From an optimization exercise on the open Yosys and OpenROAD flow, aimed at small area, a short achievable clock period and few clock cycles; shortcuts taken in it are not production practice. RTL that was checked went through simulation tests only; none was proved equivalent to the original. Function not checked in run 1: the RTL went through the layout flow alone.

[flow/flow/run.sh]
#!/bin/bash
# The standard layout (standard.sh: the ORFS flow with the standard
# synthesis), with
#  - the port buffers that ORFS inserts made plain buf_2 cells instead of
#    the delay buffers buffer_ports picks by default;
#  - ORFS's own timing repair (after CTS and after global routing) asked to
#    keep a setup slack margin, so that it sizes the few paths that set the
#    achieved period instead of stopping as soon as the 90 ns clock is met.
set -euo pipefail
export BUFFER_PORTS_ARGS="-buffer_cell sky130_fd_sc_hd__buf_2"
export SETUP_SLACK_MARGIN=70.9
bash standard.sh > flow.log 2>&1
[flow/standard.sh]
#!/bin/bash
# synth_recipe.tcl (not shown) runs the flow's synth.tcl, then flattens the netlist and writes it again
# the make line also repeats each setting of config.mk as NAME=value (left out here)
make -C /OpenROAD-flow-scripts/flow DESIGN_CONFIG=/design/flow/config.mk WORK_HOME=/design/flow/orfs CLKGATE_MAP_FILE= SYNTH_SCRIPT=/design/flow/synth_recipe.tcl "${@:-finish}"
[flow/config.mk]
export PLATFORM = sky130hd
export DESIGN_NAME = expr_unit
export DESIGN_NICKNAME = expr_unit
export VERILOG_FILES = /design/flow/design.v
export SDC_FILE = /design/flow/constraint.sdc
export NUM_CORES = 4
export LEC_CHECK = 0
export CAP_MARGIN = 20
export CORE_MARGIN = 2
export CORE_UTILIZATION = 40
export SLEW_MARGIN = 20
export SYNTH_HIERARCHICAL = 1
[flow/constraint.sdc]
create_clock -name core_clock -period 90.0 [get_ports {clk}]
set_input_delay 18.0000 -clock core_clock [delete_from_list [all_inputs] [get_ports {clk}]]
set_output_delay 18.0000 -clock core_clock [all_outputs]
set_load 0.01 [all_outputs]
[flow/design.v]
module divstage(
  input  [31:0] r,
  input         a,
  input  [31:0] d,
  output [31:0] rn,
  output        q
);
  wire [32:0] x = {r, a};
  wire [32:0] y = ~{1'b0, d};
  reg  [32:0] g, p, gg, pp, t;
  integer i, l;
  always @(*) begin
    g = x & y;
    p = x ^ y;
    g[0] = g[0] | p[0];                
    gg = g;
    pp = p;
    for (l = 1; l < 33; l = l * 2)     
      for (i = 2 * l - 1; i < 33; i = i + 2 * l) begin
        gg[i] = gg[i] | (pp[i] & gg[i - l]);
        pp[i] = pp[i] & pp[i - l];
      end
    for (l = 16; l >= 1; l = l / 2)    
      for (i = 3 * l - 1; i < 33; i = i + 2 * l) begin
        gg[i] = gg[i] | (pp[i] & gg[i - l]);
        pp[i] = pp[i] & pp[i - l];
      end
    t = p ^ {gg[31:0], 1'b1};          
  end
  assign q  = gg[32];
  assign rn = q ? t[31:0] : x[31:0];
endmodule
module and2k(input a, input b, output y);
  assign y = a & b;
endmodule
module sfxzero(input [31:0] x, output [31:0] z);
  wire [31:0] l0 = ~x;
  wire [31:0] l1, l2, l3, l4, l5;
  genvar j;
  generate
    for (j = 0; j < 32; j = j + 1) begin : g
      if (j + 1 < 32) begin : a1 and2k u(l0[j], l0[j + 1], l1[j]); end else begin : b1 assign l1[j] = l0[j]; end
      if (j + 2 < 32) begin : a2 and2k u(l1[j], l1[j + 2], l2[j]); end else begin : b2 assign l2[j] = l1[j]; end
      if (j + 4 < 32) begin : a3 and2k u(l2[j], l2[j + 4], l3[j]); end else begin : b3 assign l3[j] = l2[j]; end
      if (j + 8 < 32) begin : a4 and2k u(l3[j], l3[j + 8], l4[j]); end else begin : b4 assign l4[j] = l3[j]; end
      if (j + 16 < 32) begin : a5 and2k u(l4[j], l4[j + 16], l5[j]); end else begin : b5 assign l5[j] = l4[j]; end
    end
  endgenerate
  assign z = l5;
endmodule
module grpsel #(parameter SB = 4, parameter NG = 8) (
  input  [31:0]   az,                
  input  [31:0]   d,
  input  [31:0]   m,
  output [NG-1:0] g1
);
  localparam W = SB * NG;
  wire [32:0] azx = {1'b1, az};
  reg [NG-1:0] need, oh;
  reg skq, mzp;
  integer gi, pg, kk;
  always @(*) begin
    for (gi = 0; gi < NG; gi = gi + 1) begin
      pg = W - SB * (gi + 1);
      skq = 1'b0;
      for (kk = 0; kk < 32; kk = kk + 1)
        if (pg + kk <= 32) skq = skq | (d[kk] & azx[pg + kk]);
        else skq = skq | d[kk];
      mzp = (pg >= 32) ? 1'b1 : ~|(m >> pg);
      need[gi] = (gi == NG - 1) | (|d & ~(skq & (azx[pg > 32 ? 32 : pg] | mzp)));
    end
    for (gi = 0; gi < NG; gi = gi + 1)
      oh[gi] = need[gi] & ((need & ((1 << gi) - 1)) == 0);
  end
  assign g1 = oh;
endmodule
module hacc #(parameter SB = 4) (
  input  [31:0]   acc,
  input           cin,               
  input  [31:0]   x,
  input  [31:0]   s,
  input  [SB-1:0] yb,
  input  [SB-1:0] q,
  output [31:0]   accn
);
  reg [31:0] cs, cc, v, ns, nc;
  integer j;
  always @(*) begin
    cs = acc << SB;
    cc = {{(31-SB){1'b0}}, cin, {SB{1'b0}}};
    for (j = 0; j < SB; j = j + 1) begin
      v  = yb[j] ? (x << j) : 32'd0;
      ns = cs ^ cc ^ v;
      nc = (cs & cc) | (cs & v) | (cc & v);
      cs = ns;
      cc = {nc[30:0], 1'b0};
    end
    for (j = SB - 1; j >= 0; j = j - 1) begin
      v  = q[j] ? (s << j) : 32'd0;
      ns = cs ^ cc ^ v;
      nc = (cs & cc) | (cs & v) | (cc & v);
      cs = ns;
      cc = {nc[30:0], 1'b0};
    end
  end
  assign accn = cs + cc;
endmodule
module expr_unit(
  input clk,
  input rst,
  input start,
  input [31:0] i1,
  input [31:0] i2,
  input [31:0] i3,
  output op_ready,
  output reg done,
  output [31:0] result
);
localparam SB = 5;                
localparam NG = (32 + SB - 1) / SB;  
localparam W  = SB * NG;
reg [31:0]   a_q, b_q, d_q;          
reg [31:0]   r_q;                    
reg [31:0]   acc_q;                  
reg [NG-1:0] grp_q;                  
reg          busy_q, first_q;
reg          ready_q;                 
assign op_ready = ready_q;
assign result   = acc_q;
always @(posedge clk) begin
  a_q  <= i1;
  b_q  <= i2;
  d_q  <= i3;
end
wire [31:0] m_w = b_q & d_q;
wire [NG-1:0] g1;
wire [31:0] az_w;                    
sfxzero u_az(.x(a_q), .z(az_w));
grpsel #(.SB(SB), .NG(NG)) u_grp(.az(az_w), .d(d_q), .m(m_w), .g1(g1));
wire [NG-1:0] grp = first_q ? g1 : grp_q;
wire last = grp[NG-1];
wire        sel_m = (m_w <= a_q);
wire [31:0] x_w   = sel_m ? a_q : m_w;
wire [31:0] y_w   = sel_m ? m_w : a_q;
wire [31:0] s_w   = a_q + b_q;
wire [W-1:0] ap = {{(W-32){1'b0}}, a_q};
wire [W-1:0] yp = {{(W-32){1'b0}}, y_w};
reg [SB-1:0] abits, ybits;
reg [31:0]   rinit;
integer bi;
always @(*) begin
  abits = {SB{1'b0}};
  ybits = {SB{1'b0}};
  rinit = 32'd0;
  for (bi = 0; bi < NG; bi = bi + 1) begin
    abits = abits | (ap[W-1-SB*bi -: SB] & {SB{grp[bi]}});
    ybits = ybits | (yp[W-1-SB*bi -: SB] & {SB{grp[bi]}});
    rinit = rinit | ((a_q >> (W - SB * bi)) & {32{grp[bi]}});
  end
end
wire [31:0] rs [0:SB];
wire [SB-1:0] q;
assign rs[0] = first_q ? rinit : r_q;
genvar k;
generate
  for (k = 0; k < SB; k = k + 1) begin : st
    divstage u(.r(rs[k]), .a(abits[SB-1-k]), .d(d_q), .rn(rs[k+1]), .q(q[SB-1-k]));
  end
endgenerate
wire [31:0] acc_n;
wire        d_zero = (d_q == 32'd0);
wire [31:0] acc_in = first_q ? (d_zero ? ~s_w : 32'd0) : acc_q;
wire        acc_ci = first_q & d_zero;
hacc #(.SB(SB)) u_acc(.acc(acc_in), .cin(acc_ci), .x(x_w), .s(s_w), .yb(ybits), .q(q), .accn(acc_n));
always @(posedge clk) begin
  r_q   <= rs[SB];
  acc_q <= acc_n;
  grp_q <= grp << 1;
end
always @(posedge clk) ready_q <= busy_q ? last : ~start;
always @(posedge clk or posedge rst) begin
  if (rst) begin
    busy_q  <= 1'b0;
    first_q <= 1'b0;
    done    <= 1'b0;
  end else begin
    done    <= busy_q & last;
    first_q <= ~busy_q;
    if (~busy_q) busy_q <= start;
    else if (last) busy_q <= 1'b0;
  end
end
endmodule
==> results of run 1 <==
[worst max path at each step]
stage               from  depth (start not counted)    endpoint
3_3_place_gp     a_q[31]                         71   acc_q[19]
5_1_grt          a_q[31]                         74   acc_q[25]
3_5_place_dp     a_q[31]                         71   acc_q[29]
6_report       acc_q[23]                          1  result[23]
4_1_cts         acc_q[6]                          1   result[6]
2_1_floorplan       done                          0        done
[routing by layer]
layer	up-vias	GRT usage	share of wire
li1	10900	-	-
met1	11700	0.345	0.44
met2	837	0.406	0.45
met3	201	0.0428	0.068
met4	0	0.104	0.041
met5	-	0	0
[state kept, by name, indices dropped and copies added, names as in the netlist]
register / count
a_q: 32
r_q: 32
busy_q: 1
d_q: 32
first_q: 1
b_q: 32
acc_q: 32
done: 1
grp_q: 6
ready_q: 1
[area by class of cell]
type / instances / area (um^2)
fillers: 7054 / 39900
multi-input cells: 2400 / 23100
flip-flops and latches: 170 / 3500
inverters: 456 / 1720
repair buffers: 207 / 1410
well taps: 950 / 1190
clock buffers: 17 / 425
clock inverters: 15 / 218
diodes: 1 / 2.50
[repair_timing]
| action | CTS | global route |
|---|---|---|
| gates cloned | 3 | 8 |
| gates resized for setup | 57 | 51 |
| hold buffers | 0 | 0 |
| setup endpoints to repair | 88 | 28 |
| buffers inserted | 10 | 19 |
| pin swaps | 7 | 11 |
[layout by cell type (no fill, tap or decap), types with 82 or more instances in the layout]
cell,count
inv_1,455
nor2_1,96
mux2_4,139
a21oi_1,127
dfxtp_1,120
nand2_1,325
ha_1,285
and2_1,209
xnor2_1,82
buf_2,131
fa_1,328
[per-stage QoR]
step | instances | util | hold WS (ns) | area (um^2)
global route | 4215 | 0.442 | 0.469 | 31600
floorplan | 3131 | - | 0.411 | 28900
detailed placement | 4143 | 0.423 | 0.428 | 30200
finish | 4216 | 0.442 | 0.434 | 31600
global placement | 4143 | 0.423 | 0.426 | 30200
CTS | 4188 | 0.436 | 0.432 | 31100
==> flow_summary.toml, run 1 <==
[place]
gp_congestion = 0.940
dp_slack_ns = 66.75
port_buffers = 132
dp_hpwl_um = 73200

[sta]
post-route-period-util = 0.212
setup_ws_ns = 70.93
fmax_mhz = 52.4
worstMarginPinSlew_ns = 1.11
fin_setup_tns_ns = 0
finClkSkew_ns = 0.0230
finalHoldViolCount = 0
finalCriticalPeriod_ns = 19.07
setup_viol_count_final = 0
drv_slew = 0
rsz0062_at_grt = "no"
slew_headroom = 0.256

[route]
drtIter0Drc = 1953
ant_nets = 0
avgRoutedWirePerCell_um = 22.6
drt_pre_antenna_iters = 8
num_vias = 23600
drc_errors = 0
viasPerCell = 5.59
totalWireLength_um = 95300

[die]
die_h_um = 273
die_area_um2 = 74300
initial_core_util = 0.404
die_width_um = 273
row_count = 98
io_pins = 133
fp.coreArea_um2 = 71500

[synthesis]
ys_warn_count = 10
netlist_instances = 3131
syn_area_per_cell_um2 = 9.22
synth.cell_area_um2 = 28900
syn_nets = 3843

[clocking]
cts.sinks = 170
cts_made_buffers = 17
clkTransAtPathRegs_ns = 0.09
clock_path_buffers = 2
root_buffer = "clkbuf_16"
clk_latency_ns = 0.52
cts_tree = "done"
htreeDepth = 4

[worst_hold_path]
min_to = "first_q"
hp-class = "reg -> reg"
min-delay-start = "busy_q"
hold_depth = 1

[worst_setup_path]
cp_num_buf_inv = 1
cp_top_family = "flip-flops"
r2r_slack_ns = 71.77
critPathRequiredTime_ns = 72.00
worstPathArrival_ns = 1.07
crit_chain = "buf_2"
r2r-end = "acc_q[25]"
max_stage_delay_ns = 0.41
startpoint_type = "register"
critical_path.endpoint_type = "primary output"
cp_max_fo = 2
reg2reg_depth = 74
path_class = "reg -> out"
r2r_start = "a_q[31]"
critPathSlowestCell = "dfxtp_4"

[grt]
grt_usage = 0.256
antenna_found_initial = 1
globalRouteOverflowTotal = 0
grt_pass1_wl_um = 145000
first_global_vias = 23800
grt_max_degree = 57

[finish]
area_growth_pct = 9.51
nets = 3964
drive_gt1_frac = 0.167

[run_status]
outcome = "complete, no violations"

[flow_run]
maxCapViolCount = 0
==> inputs of run 2 (changes only) <==
--- a/flow/design.v
+++ b/flow/design.v
@@ -1,12 +1,12 @@
 module divstage(
   input  [31:0] r,
   input         a,
-  input  [31:0] d,
+  input  [31:0] nd,                  
   output [31:0] rn,
   output        q
 );
   wire [32:0] x = {r, a};
-  wire [32:0] y = ~{1'b0, d};
+  wire [32:0] y = {1'b1, nd};
   reg  [32:0] g, p, gg, pp, t;
   integer i, l;
   always @(*) begin
@@ -50,7 +50,7 @@
 endmodule
 module grpsel #(parameter SB = 4, parameter NG = 8) (
   input  [31:0]   az,                
-  input  [31:0]   d,
+  input  [31:0]   nd,                
   input  [31:0]   m,
   output [NG-1:0] g1
 );
@@ -64,10 +64,10 @@
       pg = W - SB * (gi + 1);
       skq = 1'b0;
       for (kk = 0; kk < 32; kk = kk + 1)
-        if (pg + kk <= 32) skq = skq | (d[kk] & azx[pg + kk]);
-        else skq = skq | d[kk];
+        if (pg + kk <= 32) skq = skq | (~nd[kk] & azx[pg + kk]);
+        else skq = skq | ~nd[kk];
       mzp = (pg >= 32) ? 1'b1 : ~|(m >> pg);
-      need[gi] = (gi == NG - 1) | (|d & ~(skq & (azx[pg > 32 ? 32 : pg] | mzp)));
+      need[gi] = (gi == NG - 1) | (~&nd & ~(skq & (azx[pg > 32 ? 32 : pg] | mzp)));
     end
     for (gi = 0; gi < NG; gi = gi + 1)
       oh[gi] = need[gi] & ((need & ((1 << gi) - 1)) == 0);
@@ -119,7 +119,8 @@
 localparam SB = 5;                
 localparam NG = (32 + SB - 1) / SB;  
 localparam W  = SB * NG;
-reg [31:0]   a_q, b_q, d_q;          
+reg [31:0]   a_q, b_q, nd_q;         
+reg [31:0]   az_q;                   
 reg [31:0]   r_q;                    
 reg [31:0]   acc_q;                  
 reg [NG-1:0] grp_q;                  
@@ -127,16 +128,17 @@
 reg          ready_q;                 
 assign op_ready = ready_q;
 assign result   = acc_q;
+wire [31:0] az_in;
+sfxzero u_az(.x(i1), .z(az_in));
 always @(posedge clk) begin
   a_q  <= i1;
   b_q  <= i2;
-  d_q  <= i3;
+  nd_q <= ~i3;
+  az_q <= az_in;
 end
-wire [31:0] m_w = b_q & d_q;
+wire [31:0] m_w = b_q & ~nd_q;
 wire [NG-1:0] g1;
-wire [31:0] az_w;                    
-sfxzero u_az(.x(a_q), .z(az_w));
-grpsel #(.SB(SB), .NG(NG)) u_grp(.az(az_w), .d(d_q), .m(m_w), .g1(g1));
+grpsel #(.SB(SB), .NG(NG)) u_grp(.az(az_q), .nd(nd_q), .m(m_w), .g1(g1));
 wire [NG-1:0] grp = first_q ? g1 : grp_q;
 wire last = grp[NG-1];
 wire        sel_m = (m_w <= a_q);
@@ -164,11 +166,11 @@
 genvar k;
 generate
   for (k = 0; k < SB; k = k + 1) begin : st
-    divstage u(.r(rs[k]), .a(abits[SB-1-k]), .d(d_q), .rn(rs[k+1]), .q(q[SB-1-k]));
+    divstage u(.r(rs[k]), .a(abits[SB-1-k]), .nd(nd_q), .rn(rs[k+1]), .q(q[SB-1-k]));
   end
 endgenerate
 wire [31:0] acc_n;
-wire        d_zero = (d_q == 32'd0);
+wire        d_zero = &nd_q;
 wire [31:0] acc_in = first_q ? (d_zero ? ~s_w : 32'd0) : acc_q;
 wire        acc_ci = first_q & d_zero;
 hacc #(.SB(SB)) u_acc(.acc(acc_in), .cin(acc_ci), .x(x_w), .s(s_w), .yb(ybits), .q(q), .accn(acc_n));
==> run 2 against run 1 <==
Via count decreased by 2.5%. First-iteration DRC count is 4.1% higher. Wire length fell by 8.5%. Non-clock buffer count fell by 29. Worst hold slack lost 0.0067 ns. Utilization is 0.76 points lower. Synthesized cell count rose by 0.35%.
==> flow_summary.toml, run 2 <==
[route]
drc_errors = 0
num_vias = 23000
viasPerCell = 5.48
drt_pre_antenna_iters = 9
avgRoutedWirePerCell_um = 20.8
ant_nets = 0
totalWireLength_um = 87200
drtIter0Drc = 2034

[run_status]
outcome = "complete, no violations"

[synthesis]
synth.cell_area_um2 = 28600
syn_nets = 3854
ys_warn_count = 10
netlist_instances = 3142
syn_area_per_cell_um2 = 9.10

[grt]
grt_pass1_wl_um = 137000
top_usage_layer = "met2"
antenna_found_initial = 11
grt_max_degree = 63
grtUsageMet1 = 0.336
globalRouteMet2Util = 0.363
met3_usage = 0.0666
globalRouteOverflowTotal = 0
grt_usage = 0.241
first_global_vias = 23400

[worst_setup_path]
cp_top_family = "flip-flops"
critPathSlowestCell = "dfxtp_1"
startpoint_type = "register"
path_class = "reg -> out"
max_stage_delay_ns = 0.39
crit_chain = "buf_2"
cp_max_fo = 2
worstPathArrival_ns = 1.05
critPathRequiredTime_ns = 72.00
critical_path.endpoint_type = "primary output"
cp_num_buf_inv = 1

[finish]
final_cell_mix = "inv_1 (468), fa_1 (328), nand2_1 (327), ha_1 (285), dfxtp_1 (193)"
layout.cells.non_filler = 4197
drive_gt1_frac = 0.131
layout_commonest_cell = "inv_1"
n_fill_cell = 7140
nets = 3945
area_growth_pct = 8.11
final_cell_area_um2 = 30900
seqCellArea_um2 = 3970
multi_input_area_um2 = 22300

[die]
die_width_um = 271
initial_core_util = 0.402
row_count = 98
die_h_um = 271
die_area_um2 = 73600
io_pins = 133
fp.coreArea_um2 = 71100

[clocking]
cts_tree = "done"
cts.sinks = 197
cts_made_buffers = 17
hold_buffers = 0
clkTransAtPathRegs_ns = 0.08
htreeDepth = 4
clock_path_buffers = 2
clk_latency_ns = 0.53
root_buffer = "clkbuf_16"

[sta]
setup_ws_ns = 70.95
finClkSkew_ns = 0.0303
finalCriticalPeriod_ns = 19.05
slew_headroom = 0.301
finalHoldViolCount = 0
post-route-period-util = 0.212
drv_slew = 0
fin_setup_tns_ns = 0
rsz0062_at_grt = "no"
setup_viol_count_final = 0
fmax_mhz = 52.5
worstMarginPinSlew_ns = 1.05

[place]
dp_slack_ns = 70.34
gp_congestion = 0.985
port_buffers = 132
place_area_um2 = 30200
place_inst = 4156
dp_hpwl_um = 70000

[worst_hold_path]
hp-class = "reg -> reg"

[flow_run]
maxCapViolCount = 0
-- run 2: metal layers --
layer	vias up	part of all wire
li1	10700	-
met5	-	0.0017
met4	18	0.027
met1	11300	0.46
met3	145	0.081
met2	788	0.43
-- run 2: what timing repair did --
item                                    CTS  global route
setup buffers                             0             6
gates cloned                              0             1
pin swaps                                 0             2
resized for setup                         4            11
endpoints found under the setup margin   19            26
-- run 2: cell type report --
class / count / area share
multi-input cells: 2371 / 0.723
flip-flops and latches: 197 / 0.128
inverters: 468 / 0.0568
well taps: 950 / 0.0385
repair buffers: 178 / 0.0332
clock buffers: 18 / 0.0142
clock inverters: 14 / 0.00567
diodes: 1 / 0.0000810
-- run 2: worst paths after layout --
check	startpoint	end	slack, ns	cells after the start
max in group asynchronous	rst	first_q	72.49	2
worst max-delay path	acc_q[14]	result[14]	70.95	1
min in group asynchronous	rst	done	17.35	2
worst min-delay path	busy_q	first_q	0.43	1
worst max register to register	nd_q[3]	acc_q[29]	71.71	66
worst min register to register	busy_q	first_q	0.43	1
-- run 2: through the flow --
stage	utilization	hold WS, ns
5_1_grt	0.435	0.455
3_3_place_gp	0.424	0.430
6_report	0.435	0.427
4_1_cts	0.433	0.431
3_5_place_dp	0.424	0.419
2_1_floorplan	-	0.411
Testbench counts of run 2, summed over its fixed seeds: cycles 1,766.
==> inputs of run 3 (changes only) <==
--- a/flow/design.v
+++ b/flow/design.v
@@ -33,13 +33,15 @@
 module and2k(input a, input b, output y);
   assign y = a & b;
 endmodule
+module nor2k(input a, input b, output y);
+  assign y = ~(a | b);
+endmodule
 module sfxzero(input [31:0] x, output [31:0] z);
-  wire [31:0] l0 = ~x;
   wire [31:0] l1, l2, l3, l4, l5;
   genvar j;
   generate
     for (j = 0; j < 32; j = j + 1) begin : g
-      if (j + 1 < 32) begin : a1 and2k u(l0[j], l0[j + 1], l1[j]); end else begin : b1 assign l1[j] = l0[j]; end
+      if (j + 1 < 32) begin : a1 nor2k u(x[j], x[j + 1], l1[j]); end else begin : b1 assign l1[j] = ~x[j]; end
       if (j + 2 < 32) begin : a2 and2k u(l1[j], l1[j + 2], l2[j]); end else begin : b2 assign l2[j] = l1[j]; end
       if (j + 4 < 32) begin : a3 and2k u(l2[j], l2[j + 4], l3[j]); end else begin : b3 assign l3[j] = l2[j]; end
       if (j + 8 < 32) begin : a4 and2k u(l3[j], l3[j + 8], l4[j]); end else begin : b4 assign l4[j] = l3[j]; end
==> run 3 against run 2 <==
Synthesized cell count is 1.1% lower. Sequential cell count is the same. Global-route usage about the same. Worst setup slack better by 0.0056 ns. Count of clock-buffer cells in the layout is 1 lower. Cell count shrank 0.69%. Still clean. Critical path depth is the same.
==> flow_summary.toml, run 3 <==
[run_status]
outcome = "complete, no violations"

[place]
dp_hpwl_um = 69500
port_buffers = 132
gp_congestion = 1.01
place_area_um2 = 30000
dp_slack_ns = 69.19

[grt]
globalRouteOverflowTotal = 0
grt_usage = 0.241
antenna_found_initial = 4
first_global_vias = 23400
grt_max_degree = 60
grt_pass1_wl_um = 136000

[sta]
post-route-period-util = 0.212
worstMarginPinSlew_ns = 1.04
finClkSkew_ns = 0.0266
whs_ns = 0.579
rsz0062_at_grt = "no"
slew_headroom = 0.305
fin_setup_tns_ns = 0
setup_viol_count_final = 0
fmax_mhz = 52.5
finalHoldViolCount = 0
finalCriticalPeriod_ns = 19.05
setup_ws_ns = 70.95
drv_slew = 0

[finish]
n_fill_cell = 7062
seqCellArea_um2 = 3970
final_cell_mix = "inv_1 (432), fa_1 (328), nand2_1 (327), ha_1 (285), dfxtp_1 (188)"
drive_gt1_frac = 0.138
nets = 3925
finish.utilization = 0.440
final_cell_area_um2 = 30900
multi_input_area_um2 = 22400
area_growth_pct = 8.64
layout_commonest_cell = "inv_1"

[synthesis]
netlist_instances = 3108
ys_warn_count = 10
syn_area_per_cell_um2 = 9.15
syn_nets = 3820
synth.cell_area_um2 = 28400

[route]
ant_nets = 0
drt_pre_antenna_iters = 10
drc_errors = 0
drtIter0Drc = 1967
avgRoutedWirePerCell_um = 20.9
totalWireLength_um = 87100
num_vias = 23300
viasPerCell = 5.58

[worst_setup_path]
cp_num_buf_inv = 1
critPathSlowestCell = "dfxtp_1"
worstPathArrival_ns = 1.05
critPathLaunch = "acc_q[18]"
crit_chain = "buf_2"
cp_top_family = "flip-flops"
critPathRequiredTime_ns = 72.00
r2r_start = "nd_q[3]"
cp_max_fo = 2
critical_path.endpoint_type = "primary output"
startpoint_type = "register"
max_stage_delay_ns = 0.39
path_class = "reg -> out"

[clocking]
hold_buffers = 0
cts_tree = "done"
clkTransAtPathRegs_ns = 0.08
clk_latency_ns = 0.52
cts.sinks = 197
clock_path_buffers = 2
cts_made_buffers = 17
htreeDepth = 4
root_buffer = "clkbuf_16"

[die]
fp.coreArea_um2 = 70100
die_area_um2 = 73200
die_h_um = 271
die_width_um = 271
initial_core_util = 0.405
io_pins = 133
row_count = 97

[worst_hold_path]
min-delay-start = "busy_q"
hp-class = "reg -> reg"

[flow_run]
maxCapViolCount = 0
[run 3: repair_timing]
action,in CTS,in global routing
gates resized for setup,16,23
pin swaps,2,9
buffers inserted,1,17
endpoints found under the setup margin,31,27
cloned,2,0
[run 3: through the flow]
step                      instances
after floorplan                3108
after global placement         4114
after detailed placement       4114
after CTS                      4149
after global routing           4166
final                          4168
[run 3: final timing paths]
path	depth (start not counted)	end	slack, ns
setup / recovery	1	result[18]	70.95
hold / removal	1	first_q	0.58
setup reg to reg	67	acc_q[29]	71.94
hold reg to reg	1	first_q	0.58
max in group asynchronous	2	first_q	72.45
min in group asynchronous	2	first_q	17.37
[run 3: layer usage]
metal	track usage	share of wire	up-vias
li1	-	-	10700
met1	0.339	0.46	11400
met2	0.368	0.43	928
met3	0.0559	0.082	153
met4	0.0692	0.025	4
met5	0	0.00062	-
[run 3: layout make-up]
type | count | area share
repair buffers | 185 | 0.0357
clock buffers | 17 | 0.0138
multi-input cells | 2377 | 0.724
clock inverters | 15 | 0.00616
inverters | 434 | 0.0529
well taps | 940 | 0.0381
flip-flops and latches | 197 | 0.129
diodes | 2 | 0.000162
repair inverters | 1 | 0.000243
Testbench counts of run 3, summed over its fixed seeds: cycles 1,766.

[static timing again, ports no longer ideal]
The results above use ideal ports. As a check the final layouts listed here were re-extracted and re-timed, cells and wires unchanged.
Step 1 (the two cells are an assumption about what drives the block):
set clk [get_ports {clk}]
set_driving_cell -lib_cell sky130_fd_sc_hd__clkbuf_16 $clk
set_driving_cell -lib_cell sky130_fd_sc_hd__buf_2 [delete_from_list [all_inputs] $clk]
Step 2, shift: input delay + t, output delay - t, t = (earliest + latest rising clock arrival at the registers) / 2. This alone moves slack from input paths to output paths.
Three values: ideal, step 1, step 2; two values: the first two.
| run | t, ns | setup WS [ns] | worst setup path after step 2 | clock arrival spread, ns |
|---|---|---|---|---|
| run 1 | 0.579 | 70.927 / 70.860 / 71.438 | register to output | 0.023 / 0.023 |
| run 2 | 0.579 | 70.947 / 70.881 / 70.956 | input to register | 0.031 / 0.031 |
| run 3 | 0.569 | 70.953 / 70.895 / 71.043 | input to register | 0.027 / 0.026 |
After both steps setup and hold are still met in every run listed.
